This design comes from an exercise in tuning for small area and a short achievable clock period on the open sky130 flow, not from production work. Where RTL was checked, it was by simulation tests only, not by an equivalence proof against the original. Power and IR drop assume default switching activity.

run K:
==> flow/design.v <==
module cam(clk, enable,
	       data_in,
	       MatchEn, WriteEn,
	       WriteAddr,
	       MatchAddr, Match
	       );
input clk, enable;
input [15:0] data_in;
input MatchEn, WriteEn;
input [7:0] WriteAddr;
output [7:0] MatchAddr;
output Match;
reg Match;
reg [7:0] MatchAddr;
wire        wr  = enable & WriteEn;
wire [15:0] wlo = 16'd1 << WriteAddr[3:0];
wire [15:0] whi = {15'd0, wr} << WriteAddr[7:4];
wire [15:0] wdata_n = ~data_in;
wire [255:0] mm;       
wire [63:0]  a_any;    
wire [127:0] a_idx;
wire [15:0]  b_none;   
wire [63:0]  b_idx;
wire [3:0]   c_any;    
wire [23:0]  c_idx;
wire         d_none;   
wire [7:0]   d_idx;
genvar g;
generate
	for (g = 0; g < 256; g = g + 1) begin : ent
		wire we = whi[g / 16] & wlo[g % 16];
		cam_row u (.clk(clk), .we(we), .we_n(~we), .key(data_in), .wdata_n(wdata_n),
		           .mismatch(mm[g]));
	end
	for (g = 0; g < 64; g = g + 1) begin : la
		cam_pe4_leaf u (.none(mm[4*g +: 4]), .any(a_any[g]), .idx(a_idx[2*g +: 2]));
	end
	for (g = 0; g < 16; g = g + 1) begin : lb
		cam_pe4_any #(.W(2)) u (.any(a_any[4*g +: 4]), .idx(a_idx[8*g +: 8]),
		                        .none(b_none[g]), .oidx(b_idx[4*g +: 4]));
	end
	for (g = 0; g < 4; g = g + 1) begin : lc
		cam_pe4_none #(.W(4)) u (.none(b_none[4*g +: 4]), .idx(b_idx[16*g +: 16]),
		                         .any(c_any[g]), .oidx(c_idx[6*g +: 6]));
	end
endgenerate
cam_pe4_any #(.W(6)) ld (.any(c_any), .idx(c_idx), .none(d_none), .oidx(d_idx));
wire search = enable & MatchEn;
always @(posedge clk) begin
	Match     <= search & ~d_none;
	MatchAddr <= {8{search}} & d_idx;
end
endmodule
module cam_pe4_leaf(none, any, idx);
input  [3:0] none;
output       any;
output [1:0] idx;
assign any    = ~&none;
assign idx[1] = none[0] & none[1] & ~(none[2] & none[3]);
assign idx[0] = none[0] & (~none[1] | (none[2] & ~none[3]));
endmodule
module cam_pe4_any(any, idx, none, oidx);
parameter W = 2;
input  [3:0]     any;
input  [4*W-1:0] idx;
output           none;
output [W+1:0]   oidx;
assign none = ~|any;
assign oidx[W+1] = ~any[0] & ~any[1] & (any[2] | any[3]);
assign oidx[W]   = ~any[0] & (any[1] | (~any[2] & any[3]));
assign oidx[W-1:0] = idx[0 +: W]
                   | ({W{~any[0]}} & idx[W +: W])
                   | ({W{~any[0] & ~any[1]}} & idx[2*W +: W])
                   | ({W{~any[0] & ~any[1] & ~any[2]}} & idx[3*W +: W]);
endmodule
module cam_pe4_none(none, idx, any, oidx);
parameter W = 2;
input  [3:0]     none;
input  [4*W-1:0] idx;
output           any;
output [W+1:0]   oidx;
assign any = ~&none;
assign oidx[W+1] = none[0] & none[1] & ~(none[2] & none[3]);
assign oidx[W]   = none[0] & (~none[1] | (none[2] & ~none[3]));
assign oidx[W-1:0] = idx[0 +: W]
                   | ({W{none[0]}} & idx[W +: W])
                   | ({W{none[0] & none[1]}} & idx[2*W +: W])
                   | ({W{none[0] & none[1] & none[2]}} & idx[3*W +: W]);
endmodule
module cam_row(clk, we, we_n, key, wdata_n, mismatch);
input clk, we, we_n;
input [15:0] key;
input [15:0] wdata_n;
output mismatch;
reg [15:0] q_n;
always @(posedge clk)
	q_n <= (q_n & {16{we_n}}) | (wdata_n & {16{we}});
assign mismatch = |(q_n ~^ key);
endmodule
clock: 10.0 ns
lec_check: 0
cap_margin: 20
core_margin: 2
core_utilization: 60
cts_buf_list: sky130_fd_sc_hd__clkbuf_8
setup_slack_margin: 5
slew_margin: 20
synth_hierarchical: 1
tns_end_percent: 5
standard.sh (not shown) runs the stock make flow with config.mk's settings and CLKGATE_MAP_FILE= SYNTH_SCRIPT=/design/flow/synth_recipe.tcl, a recipe that flattens the netlist after the stock synthesis.
==> flow/flow/run.sh <==
#!/bin/bash
set -euo pipefail
bash standard.sh SETUP_SLACK_MARGIN=6.5 finish > standard_flow.log 2>&1
The inputs of run E differ from those of run K as listed below.
==> flow/design.v, changed modules only <==
module cam(clk, enable,
	       data_in,
	       MatchEn, WriteEn,
	       WriteAddr,
	       MatchAddr, Match
	       );
input clk, enable;
input [15:0] data_in;
input MatchEn, WriteEn;
input [7:0] WriteAddr;
output [7:0] MatchAddr;
output Match;
reg Match;
reg [7:0] MatchAddr;
wire        wr  = enable & WriteEn;
wire [15:0] wlo = 16'd1 << WriteAddr[3:0];
wire [15:0] whi = {15'd0, wr} << WriteAddr[7:4];
wire [255:0] mm;       
wire [63:0]  a_any;    
wire [127:0] a_idx;
wire [15:0]  b_none;   
wire [63:0]  b_idx;
wire [3:0]   c_any;    
wire [23:0]  c_idx;
wire         d_none;   
wire [7:0]   d_idx;
genvar g;
generate
	for (g = 0; g < 256; g = g + 1) begin : ent
		wire we = whi[g / 16] & wlo[g % 16];
		cam_row u (.clk(clk), .we(we), .we_n(~we), .d(data_in), .mismatch(mm[g]));
	end
	for (g = 0; g < 64; g = g + 1) begin : la
		cam_pe4_leaf u (.none(mm[4*g +: 4]), .any(a_any[g]), .idx(a_idx[2*g +: 2]));
	end
	for (g = 0; g < 16; g = g + 1) begin : lb
		cam_pe4_any #(.W(2)) u (.any(a_any[4*g +: 4]), .idx(a_idx[8*g +: 8]),
		                        .none(b_none[g]), .oidx(b_idx[4*g +: 4]));
	end
	for (g = 0; g < 4; g = g + 1) begin : lc
		cam_pe4_none #(.W(4)) u (.none(b_none[4*g +: 4]), .idx(b_idx[16*g +: 16]),
		                         .any(c_any[g]), .oidx(c_idx[6*g +: 6]));
	end
endgenerate
cam_pe4_any #(.W(6)) ld (.any(c_any), .idx(c_idx), .none(d_none), .oidx(d_idx));
wire search = enable & MatchEn;
always @(posedge clk) begin
	Match     <= search & ~d_none;
	MatchAddr <= {8{search}} & d_idx;
end
endmodule
module cam_row(clk, we, we_n, d, mismatch);
input clk, we, we_n;
input [15:0] d;
output mismatch;
reg [15:0] q;
always @(posedge clk)
	q <= (q & {16{we_n}}) | (d & {16{we}});
assign mismatch = |(q ^ d);
endmodule
Results
In terms of multi-input gate count, run E and run K differ only marginally.
Run E vs run K — count of cell instances traversed by the critical path rose 7.
From run K to run E the numbers moved as follows: power after layout now sits lower, synthesized cell count now sits at about the same level.
Compared with run K, run E instantiates a larger number of cells.
Compared with run K, in run E wire length down 6.9%; later-pin clock latency in the skew report decreased by 0.03 ns relative to the old numbers; number of antenna diodes increased 19.
The RTL of run E was laid out without a check of its function.

what the ideal ports hide:
The results above use ideal ports. As a check the final layouts listed here were re-extracted and re-timed, cells and wires unchanged. Step 1: set_driving_cell puts a clkbuf_16 on clk and a buf_2 on each other input, an assumption about the parent block. Step 2, shift: input delay + t, output delay - t, t = (earliest + latest rising clock arrival at the registers) / 2. This alone moves slack from input paths to output paths. Three values: ideal, step 1, step 2; two values: the first two.
run	t, ns	setup WS [ns]	worst setup path after step 2	clock arrival spread, ns	worst data-port slew with drivers (ns)
run K	1.349	6.002 / 5.572 / 4.223	input to register	0.082 / 0.082	0.72
run E	1.321	5.933 / 5.474 / 4.153	input to register	0.060 / 0.060	0.73
After both steps setup and hold are still met in every run listed. The setup slack of run E, which loses most, moves by -0.459 ns with the drivers and by -1.780 ns with both steps.
